What follows belongs to an exercise in optimizing a design on an open flow for small area, a short achievable clock period and few clock cycles; a production flow would make more cautious choices.
Where RTL was checked, it was by simulation tests only, not by an equivalence proof against the original.
Only the layout flow was run in run 2; the RTL was not checked for function there.

==> flow/design.v, too long to show whole: its modules and the start of the top module <==
// module CONV: 3867 lines
// module FA3: 4 lines
// module HA2: 4 lines
module CONV(
	input		clk,
	input		reset,
	output	reg	busy,
	input		ready,
	output	reg [11:0]	iaddr,
	input	signed [19:0] idata,
	output	 reg cwr,
	output	 reg [11:0]	caddr_wr,
	output	 reg [19:0]	cdata_wr,
	output	 reg	crd,
	output	 reg [11:0]	caddr_rd,
	input	 [19:0]	cdata_rd,
	output reg 	[2:0] 	csel
	);
  // ...
==> flow/flow/run.sh <==
#!/bin/bash
# The standard layout (the standard.sh, unchanged synthesis and steps),
# with the timing repair asked for extra setup slack (SETUP_SLACK_MARGIN) so
# that the resizer also speeds up paths that already meet the 10 ns clock.
# The clock period and constraints are the design's. make's output goes to
# flow_standard.log; each ORFS step also logs under orfs/logs/.
set -euo pipefail
bash standard.sh SETUP_SLACK_MARGIN=6.7 finish > flow_standard.log 2>&1
==> flow/standard.sh <==
#!/bin/bash
# synth_recipe.tcl (not shown) runs the flow's synth.tcl, then flattens the netlist and writes it again
# the make line also repeats each setting of config.mk as NAME=value (left out here)
make -C /OpenROAD-flow-scripts/flow DESIGN_CONFIG=/design/flow/config.mk WORK_HOME=/design/flow/orfs CLKGATE_MAP_FILE= SYNTH_SCRIPT=/design/flow/synth_recipe.tcl "${@:-finish}"
==> flow/config.mk <==
export PLATFORM = sky130hd
export DESIGN_NAME = CONV
export DESIGN_NICKNAME = CONV
export VERILOG_FILES = /design/flow/design.v
export SDC_FILE = /design/flow/constraint.sdc
export NUM_CORES = 4
export LEC_CHECK = 0
export CAP_MARGIN = 20
export CORE_MARGIN = 2
export CORE_UTILIZATION = 62
export CTS_CLUSTER_DIAMETER = 100
export CTS_CLUSTER_SIZE = 25
export SLEW_MARGIN = 20
export SYNTH_HIERARCHICAL = 1
==> flow/constraint.sdc <==
create_clock -name core_clock -period 10.0 [get_ports {clk}]
set_input_delay 2.0000 -clock core_clock [delete_from_list [all_inputs] [get_ports {clk}]]
set_output_delay 2.0000 -clock core_clock [all_outputs]
set_load 0.01 [all_outputs]
==> notes.md, run 1 <==
status finished clean; skew final roughly 20 ps; clock latency on the worst-skew pair 630 ps; Vias per Instance between 5 and 6; cell family with most CP delay adder cells; most frequent cells after synthesis fa_1 (970), dfxtp_1 (771), inv_1 (243); DR top layer met5; WP buf/inv 0; max cap viols 0; largest family of logic cells by synthesized area adder cells; DP Area approximately 44000 um^2; # hold bufs at CTS 0; post-cts resize count about 290; Seq/total area around two fifths; hold slack 316.2 ps; Hold Path Sink sr20[19]; area of the multi-input gates approximately 24000 um^2; Synth Area in Simple Gates under 10%; Clock Path Buffers 3; vias in the first global route approximately 24k; Inverters ~240; area of the core approximately 67000 um^2; worst r2r path cells 5; cell mode on critical path fa_1; # port buffers about 100; buffering overhead 3.158%; fraction of area in multi-input gates between 50 and 60%; post-synthesis adder-cell area fraction between 40% and 50%; ant diodes 4; final setup vio count 0; Worst-path clk slew 100 ps; met1 usage 48.80%; endpoints failing hold 0; clock sink total ~850; num ports around 110; largest net degree at the start of global routing between 50 and 60; row cnt 95; Die H about 270 um
Testbench counts, summed over its fixed seeds: cycles 83,824.
==> run 2: changes to the inputs <==
--- a/flow/design.v
+++ b/flow/design.v
@@ -1870,36 +1870,26 @@
 wire t1789;
 wire t1790;
 wire t1791;
 wire t1792;
 wire t1793;
 wire t1794;
 wire t1795;
 wire t1796;
-reg r5_0_0;
-reg r5_1_0;
-reg r5_1_1;
-reg r5_2_0;
-reg r5_2_1;
-reg r5_3_0;
-reg r5_4_0;
-reg r5_4_1;
-reg r5_5_0;
-reg r5_5_1;
-reg r5_6_0;
-reg r5_6_1;
-reg r5_6_2;
+wire [8:0] lowe;
 reg r5_7_0;
 reg r5_7_1;
 reg r5_7_2;
 reg r5_7_3;
+reg r5_7_4;
 reg r5_8_0;
 reg r5_8_1;
 reg r5_8_2;
+reg r5_8_3;
 reg r5_9_0;
 reg r5_9_1;
 reg r5_9_2;
 reg r5_9_3;
 reg r5_9_4;
 reg r5_10_0;
 reg r5_10_1;
 reg r5_10_2;
@@ -2377,22 +2367,16 @@
 wire t2127;
 wire t2128;
 wire t2129;
 wire t2130;
 wire t2131;
 wire t2132;
 wire t2133;
 wire t2134;
-wire t2135;
-wire t2136;
-wire t2137;
-wire t2138;
-wire t2139;
-wire t2140;
 wire [16:0] lows;
 reg lowc;
 reg r9_16_0;
 reg r9_16_1;
 reg r9_17_0;
 reg r9_17_1;
 reg r9_18_0;
 reg r9_18_1;
@@ -3354,36 +3338,26 @@
 FA3 ut1783(.a(t1425), .b(t1636), .c(t1639), .s(t1783), .co(t1784));
 FA3 ut1785(.a(t1427), .b(t1638), .c(t1641), .s(t1785), .co(t1786));
 FA3 ut1787(.a(t1428), .b(t1431), .c(t1642), .s(t1787), .co(t1788));
 assign t1789 = ~t1648;
 FA3 ut1790(.a(t1789), .b(t1437), .c(t1646), .s(t1790), .co(t1791));
 assign t1792 = ~t1438;
 FA3 ut1793(.a(t1649), .b(t1651), .c(t1792), .s(t1793), .co(t1794));
 FA3 ut1795(.a(t1441), .b(t1443), .c(t1652), .s(t1795), .co(t1796));
-always @(posedge clk) r5_0_0 <= t678;
-always @(posedge clk) r5_1_0 <= t681;
-always @(posedge clk) r5_1_1 <= t679;
-always @(posedge clk) r5_2_0 <= t1132;
-always @(posedge clk) r5_2_1 <= t11;
-always @(posedge clk) r5_3_0 <= t1445;
-always @(posedge clk) r5_4_0 <= t1141;
-always @(posedge clk) r5_4_1 <= t1653;
-always @(posedge clk) r5_5_0 <= t1654;
-always @(posedge clk) r5_5_1 <= t1656;
-always @(posedge clk) r5_6_0 <= t1657;
-always @(posedge clk) r5_6_1 <= t1456;
-always @(posedge clk) r5_6_2 <= t1659;
+assign lowe = {2'b00, t1657, t1654, ~t1141, t1445, t1132, t681, ~t678} + {2'b00, ~t1456, t1656, t1653, 1'b0, ~t11, ~t679, 1'b0} + {2'b00, t1659, 1'b0, 1'b1, 1'b0, 1'b1, 1'b0, 1'b0};
 always @(posedge clk) r5_7_0 <= t1660;
 always @(posedge clk) r5_7_1 <= t1158;
 always @(posedge clk) r5_7_2 <= t1457;
 always @(posedge clk) r5_7_3 <= t1661;
+always @(posedge clk) r5_7_4 <= lowe[7];
 always @(posedge clk) r5_8_0 <= t1662;
 always @(posedge clk) r5_8_1 <= t1663;
 always @(posedge clk) r5_8_2 <= t1666;
+always @(posedge clk) r5_8_3 <= lowe[8];
 always @(posedge clk) r5_9_0 <= t1664;
 always @(posedge clk) r5_9_1 <= t1667;
 always @(posedge clk) r5_9_2 <= t1466;
 always @(posedge clk) r5_9_3 <= t1471;
 always @(posedge clk) r5_9_4 <= t1668;
 always @(posedge clk) r5_10_0 <= t1669;
 always @(posedge clk) r5_10_1 <= t1670;
 always @(posedge clk) r5_10_2 <= t1673;
@@ -3557,296 +3531,292 @@
 FA3 ut1839(.a(r5_24_0), .b(r5_24_1), .c(r5_24_3), .s(t1839), .co(t1840));
 FA3 ut1841(.a(r5_24_2), .b(r5_24_4), .c(r5_24_6), .s(t1841), .co(t1842));
 assign t1843 = ~r5_25_1;
 HA2 ut1844(.a(r5_25_0), .b(t1843), .s(t1844), .co(t1845));
 FA3 ut1846(.a(r5_26_0), .b(r5_26_3), .c(r5_26_5), .s(t1846), .co(t1847));
 HA2 ut1848(.a(r5_26_1), .b(r5_26_2), .s(t1848), .co(t1849));
 assign t1850 = ~r5_27_1;
 HA2 ut1851(.a(r5_27_0), .b(t1850), .s(t1851), .co(t1852));
-HA2 ut1853(.a(r5_9_0), .b(r5_9_1), .s(t1853), .co(t1854));
-assign t1855 = r5_10_0 ^ r5_10_1;
-assign t1856 = r5_10_0 | r5_10_1;
-FA3 ut1857(.a(r5_11_0), .b(r5_11_2), .c(r5_11_3), .s(t1857), .co(t1858));
-HA2 ut1859(.a(r5_11_1), .b(r5_11_4), .s(t1859), .co(t1860));
-FA3 ut1861(.a(r5_12_0), .b(r5_12_2), .c(r5_12_3), .s(t1861), .co(t1862));
-assign t1863 = ~t1861;
-FA3 ut1864(.a(r5_12_1), .b(r5_12_4), .c(t1863), .s(t1864), .co(t1865));
-FA3 ut1866(.a(r5_13_0), .b(r5_13_2), .c(r5_13_4), .s(t1866), .co(t1867));
+assign t1853 = ~r5_7_1;
+HA2 ut1854(.a(r5_7_0), .b(t1853), .s(t1854), .co(t1855));
+FA3 ut1856(.a(r5_8_0), .b(r5_8_1), .c(r5_8_2), .s(t1856), .co(t1857));
+FA3 ut1858(.a(r5_9_0), .b(r5_9_1), .c(r5_9_4), .s(t1858), .co(t1859));
+assign t1860 = r5_10_0 ^ r5_10_1;
+assign t1861 = r5_10_0 | r5_10_1;
+FA3 ut1862(.a(r5_11_0), .b(r5_11_2), .c(r5_11_3), .s(t1862), .co(t1863));
+HA2 ut1864(.a(r5_11_1), .b(r5_11_4), .s(t1864), .co(t1865));
+FA3 ut1866(.a(r5_12_0), .b(r5_12_2), .c(r5_12_3), .s(t1866), .co(t1867));
 assign t1868 = ~t1866;
-FA3 ut1869(.a(r5_13_1), .b(r5_13_3), .c(t1868), .s(t1869), .co(t1870));
-FA3 ut1871(.a(r5_14_0), .b(r5_14_2), .c(r5_14_3), .s(t1871), .co(t1872));
-assign t1873 = ~r5_14_4;
-FA3 ut1874(.a(r5_14_1), .b(t1873), .c(r5_14_5), .s(t1874), .co(t1875));
-assign t1876 = ~r5_15_3;
-FA3 ut1877(.a(r5_15_2), .b(t1876), .c(r5_15_4), .s(t1877), .co(t1878));
-assign t1879 = ~t1797;
-HA2 ut1880(.a(r5_15_5), .b(t1879), .s(t1880), .co(t1881));
-FA3 ut1882(.a(r5_16_2), .b(r5_16_3), .c(r5_16_4), .s(t1882), .co(t1883));
-assign t1884 = ~r5_16_5;
-FA3 ut1885(.a(t1884), .b(t1800), .c(t1798), .s(t1885), .co(t1886));
-FA3 ut1887(.a(r5_17_5), .b(r5_17_6), .c(t1802), .s(t1887), .co(t1888));
-assign t1889 = ~t1804;
-FA3 ut1890(.a(t1889), .b(t1801), .c(t1887), .s(t1890), .co(t1891));
-FA3 ut1892(.a(r5_18_5), .b(r5_18_6), .c(t1806), .s(t1892), .co(t1893));
-assign t1894 = ~t1803;
-FA3 ut1895(.a(t1808), .b(t1894), .c(t1805), .s(t1895), .co(t1896));
-FA3 ut1897(.a(t1812), .b(t1814), .c(t1809), .s(t1897), .co(t1898));
-HA2 ut1899(.a(t1810), .b(t1807), .s(t1899), .co(t1900));
-assign t1901 = ~t1811;
-FA3 ut1902(.a(t1818), .b(t1901), .c(t1813), .s(t1902), .co(t1903));
-assign t1904 = ~t1820;
-HA2 ut1905(.a(t1815), .b(t1904), .s(t1905), .co(t1906));
-assign t1907 = ~t1817;
-FA3 ut1908(.a(t1824), .b(t1907), .c(t1819), .s(t1908), .co(t1909));
-assign t1910 = ~t1908;
-FA3 ut1911(.a(t1827), .b(t1821), .c(t1910), .s(t1911), .co(t1912));
-assign t1913 = ~t1831;
-FA3 ut1914(.a(r5_22_5), .b(t1829), .c(t1913), .s(t1914), .co(t1915));
-assign t1916 = ~t1825;
-FA3 ut1917(.a(t1823), .b(t1916), .c(t1828), .s(t1917), .co(t1918));
-FA3 ut1919(.a(t1835), .b(t1837), .c(t1832), .s(t1919), .co(t1920));
-HA2 ut1921(.a(t1833), .b(t1830), .s(t1921), .co(t1922));
-assign t1923 = ~t1841;
-FA3 ut1924(.a(r5_24_5), .b(t1839), .c(t1923), .s(t1924), .co(t1925));
-assign t1926 = ~t1836;
-FA3 ut1927(.a(t1834), .b(t1926), .c(t1838), .s(t1927), .co(t1928));
-assign t1929 = ~r5_25_2;
-FA3 ut1930(.a(t1929), .b(r5_25_3), .c(r5_25_4), .s(t1930), .co(t1931));
-assign t1932 = ~t1842;
-FA3 ut1933(.a(t1844), .b(t1840), .c(t1932), .s(t1933), .co(t1934));
-assign t1935 = ~t1846;
-FA3 ut1936(.a(r5_26_4), .b(r5_26_6), .c(t1935), .s(t1936), .co(t1937));
-assign t1938 = ~t1845;
-assign t1939 = t1848 ^ t1938;
-assign t1940 = t1848 | t1938;
-assign t1941 = ~r5_27_4;
-FA3 ut1942(.a(r5_27_2), .b(r5_27_3), .c(t1941), .s(t1942), .co(t1943));
-FA3 ut1944(.a(t1851), .b(t1847), .c(t1942), .s(t1944), .co(t1945));
-assign t1946 = ~r5_28_1;
-FA3 ut1947(.a(r5_28_0), .b(t1946), .c(r5_28_2), .s(t1947), .co(t1948));
-assign t1949 = ~r5_28_3;
-FA3 ut1950(.a(t1949), .b(t1852), .c(t1947), .s(t1950), .co(t1951));
-FA3 ut1952(.a(r5_29_0), .b(r5_29_2), .c(r5_29_3), .s(t1952), .co(t1953));
-assign t1954 = ~t1952;
-FA3 ut1955(.a(r5_29_1), .b(r5_29_4), .c(t1954), .s(t1955), .co(t1956));
-assign t1957 = ~r5_30_1;
-FA3 ut1958(.a(r5_30_0), .b(t1957), .c(r5_30_2), .s(t1958), .co(t1959));
-FA3 ut1960(.a(r5_31_1), .b(r5_31_2), .c(r5_31_3), .s(t1960), .co(t1961));
-assign t1962 = r5_31_0 ^ r5_31_4;
-assign t1963 = r5_31_0 | r5_31_4;
-assign t1964 = ~r5_32_0;
-FA3 ut1965(.a(t1964), .b(r5_32_1), .c(r5_32_2), .s(t1965), .co(t1966));
-assign t1967 = ~t1965;
-assign t1968 = r5_32_3 ^ t1967;
-assign t1969 = r5_32_3 | t1967;
-assign t1970 = ~r5_7_1;
-HA2 ut1971(.a(r5_7_0), .b(t1970), .s(t1971), .co(t1972));
-FA3 ut1973(.a(r5_8_0), .b(r5_8_1), .c(r5_8_2), .s(t1973), .co(t1974));
-assign t1975 = ~r5_9_4;
-FA3 ut1976(.a(r5_9_2), .b(r5_9_3), .c(t1975), .s(t1976), .co(t1977));
-assign t1978 = r5_10_2 ^ t1855;
-assign t1979 = r5_10_2 | t1855;
-assign t1980 = ~t1859;
-HA2 ut1981(.a(t1857), .b(t1980), .s(t1981), .co(t1982));
-assign t1983 = ~t1858;
-FA3 ut1984(.a(t1983), .b(t1860), .c(t1864), .s(t1984), .co(t1985));
-assign t1986 = ~t1862;
-FA3 ut1987(.a(t1986), .b(t1869), .c(t1865), .s(t1987), .co(t1988));
-assign t1989 = ~t1874;
-FA3 ut1990(.a(t1871), .b(t1989), .c(t1867), .s(t1990), .co(t1991));
-assign t1992 = ~t1872;
-FA3 ut1993(.a(t1877), .b(t1992), .c(t1875), .s(t1993), .co(t1994));
-assign t1995 = ~t1878;
-FA3 ut1996(.a(t1882), .b(t1995), .c(t1885), .s(t1996), .co(t1997));
-FA3 ut1998(.a(t1883), .b(t1886), .c(t1890), .s(t1998), .co(t1999));
-assign t2000 = ~t1895;
-FA3 ut2001(.a(t1892), .b(t2000), .c(t1888), .s(t2001), .co(t2002));
-assign t2003 = ~t1897;
-FA3 ut2004(.a(t2003), .b(t1899), .c(t1893), .s(t2004), .co(t2005));
-assign t2006 = ~t1900;
-FA3 ut2007(.a(t1902), .b(t1898), .c(t2006), .s(t2007), .co(t2008));
-assign t2009 = ~t1903;
-FA3 ut2010(.a(t2009), .b(t1911), .c(t1906), .s(t2010), .co(t2011));
-assign t2012 = ~t1909;
-FA3 ut2013(.a(t1914), .b(t2012), .c(t1917), .s(t2013), .co(t2014));
-assign t2015 = ~t1919;
-FA3 ut2016(.a(t2015), .b(t1921), .c(t1915), .s(t2016), .co(t2017));
-FA3 ut2018(.a(t1924), .b(t1927), .c(t1922), .s(t2018), .co(t2019));
-assign t2020 = ~t1930;
-FA3 ut2021(.a(t2020), .b(t1933), .c(t1925), .s(t2021), .co(t2022));
-assign t2023 = ~t1939;
-FA3 ut2024(.a(t1931), .b(t1936), .c(t2023), .s(t2024), .co(t2025));
-assign t2026 = ~t1944;
-FA3 ut2027(.a(t1849), .b(t2026), .c(t1937), .s(t2027), .co(t2028));
-FA3 ut2029(.a(t1943), .b(t1950), .c(t1945), .s(t2029), .co(t2030));
-assign t2031 = ~t1955;
-FA3 ut2032(.a(t1948), .b(t2031), .c(t1951), .s(t2032), .co(t2033));
-assign t2034 = ~r5_30_3;
-FA3 ut2035(.a(t2034), .b(t1958), .c(t1953), .s(t2035), .co(t2036));
-assign t2037 = t1960 ^ t1962;
-assign t2038 = t1960 | t1962;
-assign t2039 = ~t1963;
-assign t2040 = t1961 ^ t2039;
-assign t2041 = t1961 | t2039;
-assign t2042 = ~r5_33_0;
-FA3 ut2043(.a(t2042), .b(r5_33_1), .c(t1966), .s(t2043), .co(t2044));
-assign t2045 = ~r5_34_1;
-HA2 ut2046(.a(r5_34_0), .b(t2045), .s(t2046), .co(t2047));
-assign t2048 = r5_35_0 ^ r5_35_1;
-assign t2049 = r5_35_0 | r5_35_1;
-assign t2050 = r5_36_0 ^ r5_36_1;
-assign t2051 = r5_36_0 | r5_36_1;
-assign t2052 = ~r5_2_1;
-assign t2053 = r5_2_0 ^ t2052;
-assign t2054 = r5_2_0 | t2052;
-assign t2055 = ~r5_4_1;
-HA2 ut2056(.a(r5_4_0), .b(t2055), .s(t2056), .co(t2057));
-HA2 ut2058(.a(r5_5_0), .b(r5_5_1), .s(t2058), .co(t2059));
-assign t2060 = ~r5_6_1;
-FA3 ut2061(.a(r5_6_0), .b(t2060), .c(r5_6_2), .s(t2061), .co(t2062));
-assign t2063 = ~r5_7_2;
-FA3 ut2064(.a(t2063), .b(r5_7_3), .c(t1971), .s(t2064), .co(t2065));
-assign t2066 = t1973 ^ t1972;
-assign t2067 = t1973 | t1972;
-assign t2068 = ~t1976;
-FA3 ut2069(.a(t1853), .b(t2068), .c(t1974), .s(t2069), .co(t2070));
-assign t2071 = ~t1977;
-FA3 ut2072(.a(t1854), .b(t2071), .c(t1978), .s(t2072), .co(t2073));
-assign t2074 = ~t1979;
-FA3 ut2075(.a(t1856), .b(t1981), .c(t2074), .s(t2075), .co(t2076));
-assign t2077 = ~t1984;
-assign t2078 = t1982 ^ t2077;
-assign t2079 = t1982 | t2077;
-HA2 ut2080(.a(t1987), .b(t1985), .s(t2080), .co(t2081));
-assign t2082 = ~t1990;
-FA3 ut2083(.a(t1870), .b(t2082), .c(t1988), .s(t2083), .co(t2084));
-assign t2085 = ~t1993;
-FA3 ut2086(.a(t1880), .b(t2085), .c(t1991), .s(t2086), .co(t2087));
-assign t2088 = ~t1994;
-FA3 ut2089(.a(t1881), .b(t2088), .c(t1996), .s(t2089), .co(t2090));
-assign t2091 = t1997 ^ t1998;
-assign t2092 = t1997 | t1998;
-FA3 ut2093(.a(t1891), .b(t2001), .c(t1999), .s(t2093), .co(t2094));
-assign t2095 = ~t1896;
-FA3 ut2096(.a(t2095), .b(t2004), .c(t2002), .s(t2096), .co(t2097));
-assign t2098 = ~t2007;
-FA3 ut2099(.a(t1905), .b(t2098), .c(t2005), .s(t2099), .co(t2100));
-assign t2101 = ~t2010;
-HA2 ut2102(.a(t2008), .b(t2101), .s(t2102), .co(t2103));
-FA3 ut2104(.a(t1912), .b(t2013), .c(t2011), .s(t2104), .co(t2105));
-FA3 ut2106(.a(t1918), .b(t2016), .c(t2014), .s(t2106), .co(t2107));
-assign t2108 = ~t1920;
-FA3 ut2109(.a(t2108), .b(t2018), .c(t2017), .s(t2109), .co(t2110));
-FA3 ut2111(.a(t1928), .b(t2021), .c(t2019), .s(t2111), .co(t2112));
-assign t2113 = ~t2024;
-FA3 ut2114(.a(t1934), .b(t2113), .c(t2022), .s(t2114), .co(t2115));
-FA3 ut2116(.a(t1940), .b(t2027), .c(t2025), .s(t2116), .co(t2117));
-assign t2118 = ~t2028;
-assign t2119 = t2029 ^ t2118;
-assign t2120 = t2029 | t2118;
-assign t2121 = t2032 ^ t2030;
-assign t2122 = t2032 | t2030;
-assign t2123 = ~t1956;
-FA3 ut2124(.a(t2123), .b(t2035), .c(t2033), .s(t2124), .co(t2125));
-FA3 ut2126(.a(t1959), .b(t2037), .c(t2036), .s(t2126), .co(t2127));
-assign t2128 = ~t2040;
-FA3 ut2129(.a(t1968), .b(t2128), .c(t2038), .s(t2129), .co(t2130));
-assign t2131 = ~t1969;
-FA3 ut2132(.a(t2131), .b(t2043), .c(t2041), .s(t2132), .co(t2133));
-assign t2134 = t2046 ^ t2044;
-assign t2135 = t2046 | t2044;
-assign t2136 = t2048 ^ t2047;
-assign t2137 = t2048 | t2047;
-assign t2138 = ~t2049;
-assign t2139 = t2050 ^ t2138;
-assign t2140 = t2050 | t2138;
-assign lows = {1'b0, t2086, ~t2083, ~t2080, ~t2078, t2075, t2072, t2069, ~t2066, t2064, t2061, t2058, ~t2056, r5_3_0, ~t2053, r5_1_0, ~r5_0_0} + {1'b0, ~t2084, ~t2081, t2079, t2076, t2073, t2070, t2067, t2065, t2062, t2059, ~t2057, 1'b0, t2054, 1'b0, ~r5_1_1, 1'b0};
+FA3 ut1869(.a(r5_12_1), .b(r5_12_4), .c(t1868), .s(t1869), .co(t1870));
+FA3 ut1871(.a(r5_13_0), .b(r5_13_2), .c(r5_13_4), .s(t1871), .co(t1872));
+assign t1873 = ~t1871;
+FA3 ut1874(.a(r5_13_1), .b(r5_13_3), .c(t1873), .s(t1874), .co(t1875));
+FA3 ut1876(.a(r5_14_0), .b(r5_14_2), .c(r5_14_3), .s(t1876), .co(t1877));
+assign t1878 = ~r5_14_4;
+FA3 ut1879(.a(r5_14_1), .b(t1878), .c(r5_14_5), .s(t1879), .co(t1880));
+assign t1881 = ~r5_15_3;
+FA3 ut1882(.a(r5_15_2), .b(t1881), .c(r5_15_4), .s(t1882), .co(t1883));
+assign t1884 = ~t1797;
+HA2 ut1885(.a(r5_15_5), .b(t1884), .s(t1885), .co(t1886));
+FA3 ut1887(.a(r5_16_2), .b(r5_16_3), .c(r5_16_4), .s(t1887), .co(t1888));
+assign t1889 = ~r5_16_5;
+FA3 ut1890(.a(t1889), .b(t1800), .c(t1798), .s(t1890), .co(t1891));
+FA3 ut1892(.a(r5_17_5), .b(r5_17_6), .c(t1802), .s(t1892), .co(t1893));
+assign t1894 = ~t1804;
+FA3 ut1895(.a(t1894), .b(t1801), .c(t1892), .s(t1895), .co(t1896));
+FA3 ut1897(.a(r5_18_5), .b(r5_18_6), .c(t1806), .s(t1897), .co(t1898));
+assign t1899 = ~t1803;
+FA3 ut1900(.a(t1808), .b(t1899), .c(t1805), .s(t1900), .co(t1901));
+FA3 ut1902(.a(t1812), .b(t1814), .c(t1809), .s(t1902), .co(t1903));
+HA2 ut1904(.a(t1810), .b(t1807), .s(t1904), .co(t1905));
+assign t1906 = ~t1811;
+FA3 ut1907(.a(t1818), .b(t1906), .c(t1813), .s(t1907), .co(t1908));
+assign t1909 = ~t1820;
+HA2 ut1910(.a(t1815), .b(t1909), .s(t1910), .co(t1911));
+assign t1912 = ~t1817;
+FA3 ut1913(.a(t1824), .b(t1912), .c(t1819), .s(t1913), .co(t1914));
+assign t1915 = ~t1913;
+FA3 ut1916(.a(t1827), .b(t1821), .c(t1915), .s(t1916), .co(t1917));
+assign t1918 = ~t1831;
+FA3 ut1919(.a(r5_22_5), .b(t1829), .c(t1918), .s(t1919), .co(t1920));
+assign t1921 = ~t1825;
+FA3 ut1922(.a(t1823), .b(t1921), .c(t1828), .s(t1922), .co(t1923));
+FA3 ut1924(.a(t1835), .b(t1837), .c(t1832), .s(t1924), .co(t1925));
+HA2 ut1926(.a(t1833), .b(t1830), .s(t1926), .co(t1927));
+assign t1928 = ~t1841;
+FA3 ut1929(.a(r5_24_5), .b(t1839), .c(t1928), .s(t1929), .co(t1930));
+assign t1931 = ~t1836;
+FA3 ut1932(.a(t1834), .b(t1931), .c(t1838), .s(t1932), .co(t1933));
+assign t1934 = ~r5_25_2;
+FA3 ut1935(.a(t1934), .b(r5_25_3), .c(r5_25_4), .s(t1935), .co(t1936));
+assign t1937 = ~t1842;
+FA3 ut1938(.a(t1844), .b(t1840), .c(t1937), .s(t1938), .co(t1939));
+assign t1940 = ~t1846;
+FA3 ut1941(.a(r5_26_4), .b(r5_26_6), .c(t1940), .s(t1941), .co(t1942));
+assign t1943 = ~t1845;
+assign t1944 = t1848 ^ t1943;
+assign t1945 = t1848 | t1943;
+assign t1946 = ~r5_27_4;
+FA3 ut1947(.a(r5_27_2), .b(r5_27_3), .c(t1946), .s(t1947), .co(t1948));
+FA3 ut1949(.a(t1851), .b(t1847), .c(t1947), .s(t1949), .co(t1950));
+assign t1951 = ~r5_28_1;
+FA3 ut1952(.a(r5_28_0), .b(t1951), .c(r5_28_2), .s(t1952), .co(t1953));
+assign t1954 = ~r5_28_3;
+FA3 ut1955(.a(t1954), .b(t1852), .c(t1952), .s(t1955), .co(t1956));
+FA3 ut1957(.a(r5_29_0), .b(r5_29_2), .c(r5_29_3), .s(t1957), .co(t1958));
+assign t1959 = ~t1957;
+FA3 ut1960(.a(r5_29_1), .b(r5_29_4), .c(t1959), .s(t1960), .co(t1961));
+assign t1962 = ~r5_30_1;
+FA3 ut1963(.a(r5_30_0), .b(t1962), .c(r5_30_2), .s(t1963), .co(t1964));
+FA3 ut1965(.a(r5_31_1), .b(r5_31_2), .c(r5_31_3), .s(t1965), .co(t1966));
+assign t1967 = r5_31_0 ^ r5_31_4;
+assign t1968 = r5_31_0 | r5_31_4;
+assign t1969 = ~r5_32_0;
+FA3 ut1970(.a(t1969), .b(r5_32_1), .c(r5_32_2), .s(t1970), .co(t1971));
+assign t1972 = ~t1970;
+assign t1973 = r5_32_3 ^ t1972;
+assign t1974 = r5_32_3 | t1972;
+assign t1975 = ~r5_7_3;
+assign t1976 = r5_7_2 ^ t1975;
+assign t1977 = r5_7_2 | t1975;
+FA3 ut1978(.a(r5_8_3), .b(t1856), .c(t1855), .s(t1978), .co(t1979));
+assign t1980 = ~t1858;
+FA3 ut1981(.a(r5_9_2), .b(r5_9_3), .c(t1980), .s(t1981), .co(t1982));
+assign t1983 = r5_10_2 ^ t1860;
+assign t1984 = r5_10_2 | t1860;
+assign t1985 = ~t1864;
+HA2 ut1986(.a(t1862), .b(t1985), .s(t1986), .co(t1987));
+assign t1988 = ~t1863;
+FA3 ut1989(.a(t1988), .b(t1865), .c(t1869), .s(t1989), .co(t1990));
+assign t1991 = ~t1867;
+FA3 ut1992(.a(t1991), .b(t1874), .c(t1870), .s(t1992), .co(t1993));
+assign t1994 = ~t1879;
+FA3 ut1995(.a(t1876), .b(t1994), .c(t1872), .s(t1995), .co(t1996));
+assign t1997 = ~t1877;
+FA3 ut1998(.a(t1882), .b(t1997), .c(t1880), .s(t1998), .co(t1999));
+assign t2000 = ~t1883;
+FA3 ut2001(.a(t1887), .b(t2000), .c(t1890), .s(t2001), .co(t2002));
+FA3 ut2003(.a(t1888), .b(t1891), .c(t1895), .s(t2003), .co(t2004));
+assign t2005 = ~t1900;
+FA3 ut2006(.a(t1897), .b(t2005), .c(t1893), .s(t2006), .co(t2007));
+assign t2008 = ~t1902;
+FA3 ut2009(.a(t2008), .b(t1904), .c(t1898), .s(t2009), .co(t2010));
+assign t2011 = ~t1905;
+FA3 ut2012(.a(t1907), .b(t1903), .c(t2011), .s(t2012), .co(t2013));
+assign t2014 = ~t1908;
+FA3 ut2015(.a(t2014), .b(t1916), .c(t1911), .s(t2015), .co(t2016));
+assign t2017 = ~t1914;
+FA3 ut2018(.a(t1919), .b(t2017), .c(t1922), .s(t2018), .co(t2019));
+assign t2020 = ~t1924;
+FA3 ut2021(.a(t2020), .b(t1926), .c(t1920), .s(t2021), .co(t2022));
+FA3 ut2023(.a(t1929), .b(t1932), .c(t1927), .s(t2023), .co(t2024));
+assign t2025 = ~t1935;
+FA3 ut2026(.a(t2025), .b(t1938), .c(t1930), .s(t2026), .co(t2027));
+assign t2028 = ~t1944;
+FA3 ut2029(.a(t1936), .b(t1941), .c(t2028), .s(t2029), .co(t2030));
+assign t2031 = ~t1949;
+FA3 ut2032(.a(t1849), .b(t2031), .c(t1942), .s(t2032), .co(t2033));
+FA3 ut2034(.a(t1948), .b(t1955), .c(t1950), .s(t2034), .co(t2035));
+assign t2036 = ~t1960;
+FA3 ut2037(.a(t1953), .b(t2036), .c(t1956), .s(t2037), .co(t2038));
+assign t2039 = ~r5_30_3;
+FA3 ut2040(.a(t2039), .b(t1963), .c(t1958), .s(t2040), .co(t2041));
+assign t2042 = t1965 ^ t1967;
+assign t2043 = t1965 | t1967;
+assign t2044 = ~t1968;
+assign t2045 = t1966 ^ t2044;
+assign t2046 = t1966 | t2044;
+assign t2047 = ~r5_33_0;
+FA3 ut2048(.a(t2047), .b(r5_33_1), .c(t1971), .s(t2048), .co(t2049));
+assign t2050 = ~r5_34_1;
+HA2 ut2051(.a(r5_34_0), .b(t2050), .s(t2051), .co(t2052));
+assign t2053 = r5_35_0 ^ r5_35_1;
+assign t2054 = r5_35_0 | r5_35_1;
+assign t2055 = r5_36_0 ^ r5_36_1;
+assign t2056 = r5_36_0 | r5_36_1;
+HA2 ut2057(.a(r5_7_4), .b(t1854), .s(t2057), .co(t2058));
+assign t2059 = ~t1978;
+HA2 ut2060(.a(t1977), .b(t2059), .s(t2060), .co(t2061));
+assign t2062 = ~t1981;
+FA3 ut2063(.a(t1857), .b(t2062), .c(t1979), .s(t2063), .co(t2064));
+assign t2065 = ~t1982;
+FA3 ut2066(.a(t1859), .b(t1983), .c(t2065), .s(t2066), .co(t2067));
+assign t2068 = ~t1984;
+FA3 ut2069(.a(t1861), .b(t1986), .c(t2068), .s(t2069), .co(t2070));
+assign t2071 = ~t1989;
+assign t2072 = t1987 ^ t2071;
+assign t2073 = t1987 | t2071;
+HA2 ut2074(.a(t1992), .b(t1990), .s(t2074), .co(t2075));
+assign t2076 = ~t1995;
+FA3 ut2077(.a(t1875), .b(t2076), .c(t1993), .s(t2077), .co(t2078));
+assign t2079 = ~t1998;
+FA3 ut2080(.a(t1885), .b(t2079), .c(t1996), .s(t2080), .co(t2081));
+assign t2082 = ~t1999;
+FA3 ut2083(.a(t1886), .b(t2082), .c(t2001), .s(t2083), .co(t2084));
+assign t2085 = t2002 ^ t2003;
+assign t2086 = t2002 | t2003;
+FA3 ut2087(.a(t1896), .b(t2006), .c(t2004), .s(t2087), .co(t2088));
+assign t2089 = ~t1901;
+FA3 ut2090(.a(t2089), .b(t2009), .c(t2007), .s(t2090), .co(t2091));
+assign t2092 = ~t2012;
+FA3 ut2093(.a(t1910), .b(t2092), .c(t2010), .s(t2093), .co(t2094));
+assign t2095 = ~t2015;
+HA2 ut2096(.a(t2013), .b(t2095), .s(t2096), .co(t2097));
+FA3 ut2098(.a(t1917), .b(t2018), .c(t2016), .s(t2098), .co(t2099));
+FA3 ut2100(.a(t1923), .b(t2021), .c(t2019), .s(t2100), .co(t2101));
+assign t2102 = ~t1925;
+FA3 ut2103(.a(t2102), .b(t2023), .c(t2022), .s(t2103), .co(t2104));
+FA3 ut2105(.a(t1933), .b(t2026), .c(t2024), .s(t2105), .co(t2106));
+assign t2107 = ~t2029;
+FA3 ut2108(.a(t1939), .b(t2107), .c(t2027), .s(t2108), .co(t2109));
+FA3 ut2110(.a(t1945), .b(t2032), .c(t2030), .s(t2110), .co(t2111));
+assign t2112 = ~t2033;
+assign t2113 = t2034 ^ t2112;
+assign t2114 = t2034 | t2112;
+assign t2115 = t2037 ^ t2035;
+assign t2116 = t2037 | t2035;
+assign t2117 = ~t1961;
+FA3 ut2118(.a(t2117), .b(t2040), .c(t2038), .s(t2118), .co(t2119));
+FA3 ut2120(.a(t1964), .b(t2042), .c(t2041), .s(t2120), .co(t2121));
+assign t2122 = ~t2045;
+FA3 ut2123(.a(t1973), .b(t2122), .c(t2043), .s(t2123), .co(t2124));
+assign t2125 = ~t1974;
+FA3 ut2126(.a(t2125), .b(t2048), .c(t2046), .s(t2126), .co(t2127));
+assign t2128 = t2051 ^ t2049;
+assign t2129 = t2051 | t2049;
+assign t2130 = t2053 ^ t2052;
+assign t2131 = t2053 | t2052;
+assign t2132 = ~t2054;
+assign t2133 = t2055 ^ t2132;
+assign t2134 = t2055 | t2132;
+assign lows = {1'b0, t2080, ~t2077, ~t2074, ~t2072, t2069, t2066, t2063, ~t2060, t1976, 1'b0, 1'b0, 1'b0, 1'b0, 1'b0, 1'b0, 1'b0} + {1'b0, ~t2078, ~t2075, t2073, t2070, t2067, t2064, ~t2061, t2058, t2057, 1'b0, 1'b0, 1'b0, 1'b0, 1'b0, 1'b0, 1'b0};
 always @(posedge clk) lowc <= lows[16];
-always @(posedge clk) r9_16_0 <= t2089;
-always @(posedge clk) r9_16_1 <= t2087;
-always @(posedge clk) r9_17_0 <= t2091;
-always @(posedge clk) r9_17_1 <= t2090;
-always @(posedge clk) r9_18_0 <= t2093;
-always @(posedge clk) r9_18_1 <= t2092;
-always @(posedge clk) r9_19_0 <= t2096;
-always @(posedge clk) r9_19_1 <= t2094;
-always @(posedge clk) r9_20_0 <= t2099;
-always @(posedge clk) r9_20_1 <= t2097;
-always @(posedge clk) r9_21_0 <= t2102;
-always @(posedge clk) r9_21_1 <= t2100;
-always @(posedge clk) r9_22_0 <= t2104;
-always @(posedge clk) r9_22_1 <= t2103;
-always @(posedge clk) r9_23_0 <= t2106;
-always @(posedge clk) r9_23_1 <= t2105;
-always @(posedge clk) r9_24_0 <= t2109;
-always @(posedge clk) r9_24_1 <= t2107;
-always @(posedge clk) r9_25_0 <= t2111;
-always @(posedge clk) r9_25_1 <= t2110;
-always @(posedge clk) r9_26_0 <= t2114;
-always @(posedge clk) r9_26_1 <= t2112;
-always @(posedge clk) r9_27_0 <= t2116;
-always @(posedge clk) r9_27_1 <= t2115;
-always @(posedge clk) r9_28_0 <= t2119;
-always @(posedge clk) r9_28_1 <= t2117;
-always @(posedge clk) r9_29_0 <= t2121;
-always @(posedge clk) r9_29_1 <= t2120;
-always @(posedge clk) r9_30_0 <= t2124;
-always @(posedge clk) r9_30_1 <= t2122;
-always @(posedge clk) r9_31_0 <= t2126;
-always @(posedge clk) r9_31_1 <= t2125;
-always @(posedge clk) r9_32_0 <= t2129;
-always @(posedge clk) r9_32_1 <= t2127;
-always @(posedge clk) r9_33_0 <= t2132;
-always @(posedge clk) r9_33_1 <= t2130;
-always @(posedge clk) r9_34_0 <= t2134;
-always @(posedge clk) r9_34_1 <= t2133;
-always @(posedge clk) r9_35_0 <= t2136;
-always @(posedge clk) r9_35_1 <= t2135;
-always @(posedge clk) r9_36_0 <= t2139;
-always @(posedge clk) r9_36_1 <= t2137;
-always @(posedge clk) r9_37_0 <= t2051;
-always @(posedge clk) r9_37_1 <= t2140;
+always @(posedge clk) r9_16_0 <= t2083;
+always @(posedge clk) r9_16_1 <= t2081;
+always @(posedge clk) r9_17_0 <= t2085;
+always @(posedge clk) r9_17_1 <= t2084;
+always @(posedge clk) r9_18_0 <= t2087;
+always @(posedge clk) r9_18_1 <= t2086;
+always @(posedge clk) r9_19_0 <= t2090;
+always @(posedge clk) r9_19_1 <= t2088;
+always @(posedge clk) r9_20_0 <= t2093;
+always @(posedge clk) r9_20_1 <= t2091;
+always @(posedge clk) r9_21_0 <= t2096;
+always @(posedge clk) r9_21_1 <= t2094;
+always @(posedge clk) r9_22_0 <= t2098;
+always @(posedge clk) r9_22_1 <= t2097;
+always @(posedge clk) r9_23_0 <= t2100;
+always @(posedge clk) r9_23_1 <= t2099;
+always @(posedge clk) r9_24_0 <= t2103;
+always @(posedge clk) r9_24_1 <= t2101;
+always @(posedge clk) r9_25_0 <= t2105;
+always @(posedge clk) r9_25_1 <= t2104;
+always @(posedge clk) r9_26_0 <= t2108;
+always @(posedge clk) r9_26_1 <= t2106;
+always @(posedge clk) r9_27_0 <= t2110;
+always @(posedge clk) r9_27_1 <= t2109;
+always @(posedge clk) r9_28_0 <= t2113;
+always @(posedge clk) r9_28_1 <= t2111;
+always @(posedge clk) r9_29_0 <= t2115;
+always @(posedge clk) r9_29_1 <= t2114;
+always @(posedge clk) r9_30_0 <= t2118;
+always @(posedge clk) r9_30_1 <= t2116;
+always @(posedge clk) r9_31_0 <= t2120;
+always @(posedge clk) r9_31_1 <= t2119;
+always @(posedge clk) r9_32_0 <= t2123;
+always @(posedge clk) r9_32_1 <= t2121;
+always @(posedge clk) r9_33_0 <= t2126;
+always @(posedge clk) r9_33_1 <= t2124;
+always @(posedge clk) r9_34_0 <= t2128;
+always @(posedge clk) r9_34_1 <= t2127;
+always @(posedge clk) r9_35_0 <= t2130;
+always @(posedge clk) r9_35_1 <= t2129;
+always @(posedge clk) r9_36_0 <= t2133;
+always @(posedge clk) r9_36_1 <= t2131;
+always @(posedge clk) r9_37_0 <= t2056;
+always @(posedge clk) r9_37_1 <= t2134;
 wire [37:0] fa = {r9_37_0, r9_36_0, r9_35_0, r9_34_0, ~r9_33_0, ~r9_32_0, r9_31_0, r9_30_0, ~r9_29_0, ~r9_28_0, ~r9_27_0, r9_26_0, r9_25_0, r9_24_0, r9_23_0, r9_22_0, ~r9_21_0, r9_20_0, r9_19_0, r9_18_0, ~r9_17_0, r9_16_0, 1'b0, 1'b0, 1'b0, 1'b0, 1'b0, 1'b0, 1'b0, 1'b0, 1'b0, 1'b0, 1'b0, 1'b0, 1'b0, 1'b0, 1'b0, 1'b0};
 wire [37:0] fb = {~r9_37_1, ~r9_36_1, ~r9_35_1, ~r9_34_1, ~r9_33_1, r9_32_1, r9_31_1, r9_30_1, r9_29_1, ~r9_28_1, r9_27_1, r9_26_1, r9_25_1, r9_24_1, r9_23_1, ~r9_22_1, r9_21_1, r9_20_1, r9_19_1, r9_18_1, r9_17_1, r9_16_1, 1'b0, 1'b0, 1'b0, 1'b0, 1'b0, 1'b0, 1'b0, 1'b0, 1'b0, 1'b0, 1'b0, 1'b0, 1'b0, 1'b0, 1'b0, 1'b0};
 wire [21:0] tsum = fa[37:16] + fb[37:16] + {21'd0, lowc};
 wire [19:0] l0v = tsum[21] ? 20'd0 : tsum[19:0];
 wire        l0go = vp[2];
 reg  [11:0] oc;          
 reg         l0done;      
-wire [11:0] rc = oc - 12'd16;
+reg  [11:0] rc;          
 reg         rdone;       
 reg         rv1, rl1, rf1;   
 reg         rv, rl, rf;      
 reg  [19:0] rq;          
 reg  [19:0] acc;         
 reg  [19:0] hold;        
 reg         hold_v;
 reg  [9:0]  wc;          
 reg         endw;        
 wire [19:0] mx    = (rf || rq > acc) ? rq : acc;
 wire        res_v = rv & rl;
 wire        wr1   = ~l0go & (hold_v | res_v);
 wire        rd1   = (l0go & (|oc[11:4])) | (l0done & ~rdone & ~wr1);
 always @(posedge clk) begin
 	rq <= cdata_rd;
-	acc <= mx;
+	if (rv) acc <= mx;
 	if (!hold_v || wr1) hold <= mx;
 end
 always @(posedge clk or posedge reset) begin
 	if (reset) begin
-		oc <= 12'd0; l0done <= 1'b0; rdone <= 1'b0;
+		oc <= 12'd0; l0done <= 1'b0; rc <= 12'd0; rdone <= 1'b0;
 		rv1 <= 1'b0; rl1 <= 1'b0; rf1 <= 1'b0; rv <= 1'b0; rl <= 1'b0; rf <= 1'b0;
 		hold_v <= 1'b0; wc <= 10'd0; endw <= 1'b0;
 		cwr <= 1'b0; crd <= 1'b0; busy <= 1'b0;
 	end else begin
-		if (l0go || (l0done && rd1)) oc <= oc + 12'd1;
+		if (l0go) oc <= oc + 12'd1;
 		if (l0go && oc == 12'hfff) l0done <= 1'b1;
-		rv1 <= rd1; rl1 <= rd1 && rc[1:0] == 2'd3; rf1 <= rd1 && rc[1:0] == 2'd0;
+		rv1 <= rd1; rl1 <= rc[1:0] == 2'd3; rf1 <= rc[1:0] == 2'd0;
 		rv <= rv1; rl <= rl1; rf <= rf1;
+		if (rd1) rc <= rc + 12'd1;
 		if (rd1 && rc == 12'hfff) rdone <= 1'b1;
 		if (wr1) hold_v <= hold_v & res_v;
 		else if (res_v) hold_v <= 1'b1;
 		if (wr1) wc <= wc + 10'd1;
 		cwr <= l0go | wr1;
 		crd <= rd1;
 		if (!run && ready && !fin) busy <= 1'b1;
 		endw <= wr1 && wc == 10'h3ff;
==> flow/flow/run.sh (replaced) <==
#!/bin/bash
# The standard layout (the standard.sh, unchanged synthesis and steps),
# with the timing repair asked for extra setup slack (SETUP_SLACK_MARGIN) so
# that the resizer also speeds up paths that already meet the 10 ns clock.
# The clock period and constraints are the design's. make's output goes to
# flow_standard.log; each ORFS step also logs under orfs/logs/.
set -euo pipefail
bash standard.sh SETUP_SLACK_MARGIN=6.9 finish > flow_standard.log 2>&1
==> flow/config.mk (replaced) <==
export PLATFORM = sky130hd
export DESIGN_NAME = CONV
export DESIGN_NICKNAME = CONV
export VERILOG_FILES = /design/flow/design.v
export SDC_FILE = /design/flow/constraint.sdc
export NUM_CORES = 4
export LEC_CHECK = 0
export CAP_MARGIN = 20
export CORE_MARGIN = 2
export CORE_UTILIZATION = 65
export CTS_CLUSTER_DIAMETER = 100
export CTS_CLUSTER_SIZE = 25
export SLEW_MARGIN = 20
export SYNTH_HIERARCHICAL = 1
==> run 2 against run 1 <==
  * The flow now stops in 5_1_grt
  * Synthesized area rose by 2.0%
  * Synthesized cell count increased by 4.2%
==> notes.md, run 2 <==
Synth area leader fa_1 (unchanged); mapped cell area 43080 um^2 (was 42240 um^2); Crit. endpoint post-GRT repair r5_7_4$_DFF_P_/D; asr flop ratio synth 7.901% (was 6.501%); first error [ERROR GRT-0232] Routing congestion too high. Check the congestion heatmap in the GUI.; Die H 261.4 um (was 265.0 um); largest net degree at the start of global routing between 60 and 70; number of enable flip-flop cells after synthesis 40 (was 20); Ys Warns 7 (unchanged); most frequent cells after synthesis fa_1 (971), dfxtp_1 (741), inv_1 (244) (was fa_1 (970), dfxtp_1 (771), inv_1 (243)); clock sink total 848 (was 846); post-synth cell types 60 (was 64); Area contributors post-synth fa_1 (45%), dfxtp_1 (34%), dfrtp_1 (3.9%), ha_1 (3.2%), edfxtp_1 (2.8%) (was fa_1 (46%), dfxtp_1 (37%), ha_1 (3.3%), dfrtp_1 (3.3%), inv_1 (2.2%)); H-tree depth 2 (unchanged); DP Area 45280 um^2 (was 44270 um^2); top-count cell post-synth fa_1 (unchanged); Synth Net Count 3854 (was 3743); num ports 105 (unchanged); row cnt 94 (was 95); worst_ep kind register input; Synth Register Bits 848 (was 846); DP Wirelength 107100 um (was 92020 um); Stopped at 5_1_grt; Root Buffer Master clkbuf_16 (unchanged); Clock Path Buffers 3 (unchanged); syn_area_per_cell 15.79 um^2 (was 16.13 um^2); status aborted with a tool error (was finished clean); # port buffers 102 (unchanged); dominant synthesized flop cell dfxtp_1 (unchanged); total CTS buffers 44 (unchanged); GP Congestion 1.037 (was 1.023); global route overflow 36; cells after synthesis 2729 (was 2618); Die Wd 261.4 um (was 265.0 um); Seq/Total Area, Yosys 41.11% (was 41.22%); Starting Density 65.53% (was 62.79%); # hold bufs at CTS 0 (unchanged); Total GRT Usage between 60 and 70%; area share of the largest cell type after synthesis 45.12% (was 45.97%)
## run 2: cell types whose count changed after synthesis, moves of 15 or more
cell / delta
or3_1: +20
dfxtp_1: -30
o41ai_2: +18
a21oi_1: +19
and4_1: +17
o22ai_1: +38
nand2b_1: +21
edfxtp_1: +20
a221o_1: -15
mux2_2: -18
nand2_1: +17
## run 2: per-stage QoR
| step | setup WS (ps) | hold WS, ps | cells |
|---|---|---|---|
| after CTS | 5876 | 318.2 | 3913 |
| after detailed placement | 5653 | 312.0 | 3672 |
| after global placement | 5672 | 309.8 | 3672 |
| after floorplan | 6117 | 308.9 | 2729 |
## run 2: kinds of logic after synthesis
logic type / count (synthesis) / synth area share (%)
compound gates: 176 / 2.957
mux: 12 / 0.3137
buf+inv: 279 / 2.489
xor+xnor: 64 / 1.301
simple gates: 266 / 3.465
other cells: 2 / 0.01743
fa+ha+maj: 1082 / 48.34
flops: 848 / 41.11
## run 2: how the worst max path moves through the flow
stage	startpoint	endpoint	slack (ps)	cells after the start
after CTS	sr11[1]	r5_7_4	5880	13
after detailed placement	sr11[2]	r5_7_4	5650	14
after global placement	sr12[2]	r5_7_4	5670	9
after floorplan	sr11[1]	r5_7_4	6120	13
## run 2: per-module statistics from Yosys (local to each module, per instance)
module	cell area [um^2]	times used	flip-flops and latches	cells inside
CONV	23520	1	848	1746
FA3	20.02	967	0	1
HA2	12.51	16	0	1
## run 2: routing by layer
metal  global-route usage (%)  GRT overflow
met5                    34.51             0
met1                    65.80             1
met4                    55.54            12
met2                    79.62             3
met3                    50.88            20
## run 2: repair_timing
action | 4_1_cts
setup endpoints to repair | 268
resized for setup | 787
setup buffers | 170
pin swaps | 147
gates cloned | 2

==> re-timing with driven ports <==
How much do the figures lean on ideal ports? The routed layout below was timed once more, with nothing changed but the port constraints.
Step 1 sets driving cells, clkbuf_16 on the clock port and buf_2 on the other inputs (assumed; they add their load-dependent delay and slew).
Step 2 also shifts input and output timing later by t, the mid clock arrival at the registers, as if the neighbouring blocks saw the same clock.
Slacks: ideal / step 1 / step 2; pairs: ideal / step 1.
run: run 1
t, ns: 0.682
slack for setup (ns): 6.689 / 6.689 / 6.689
worst setup path at the end: register to register
After both steps setup and hold are still met in run 1. For run 1, drivers alone change the setup slack by 0.000 ns; drivers and shift together by 0.000 ns.
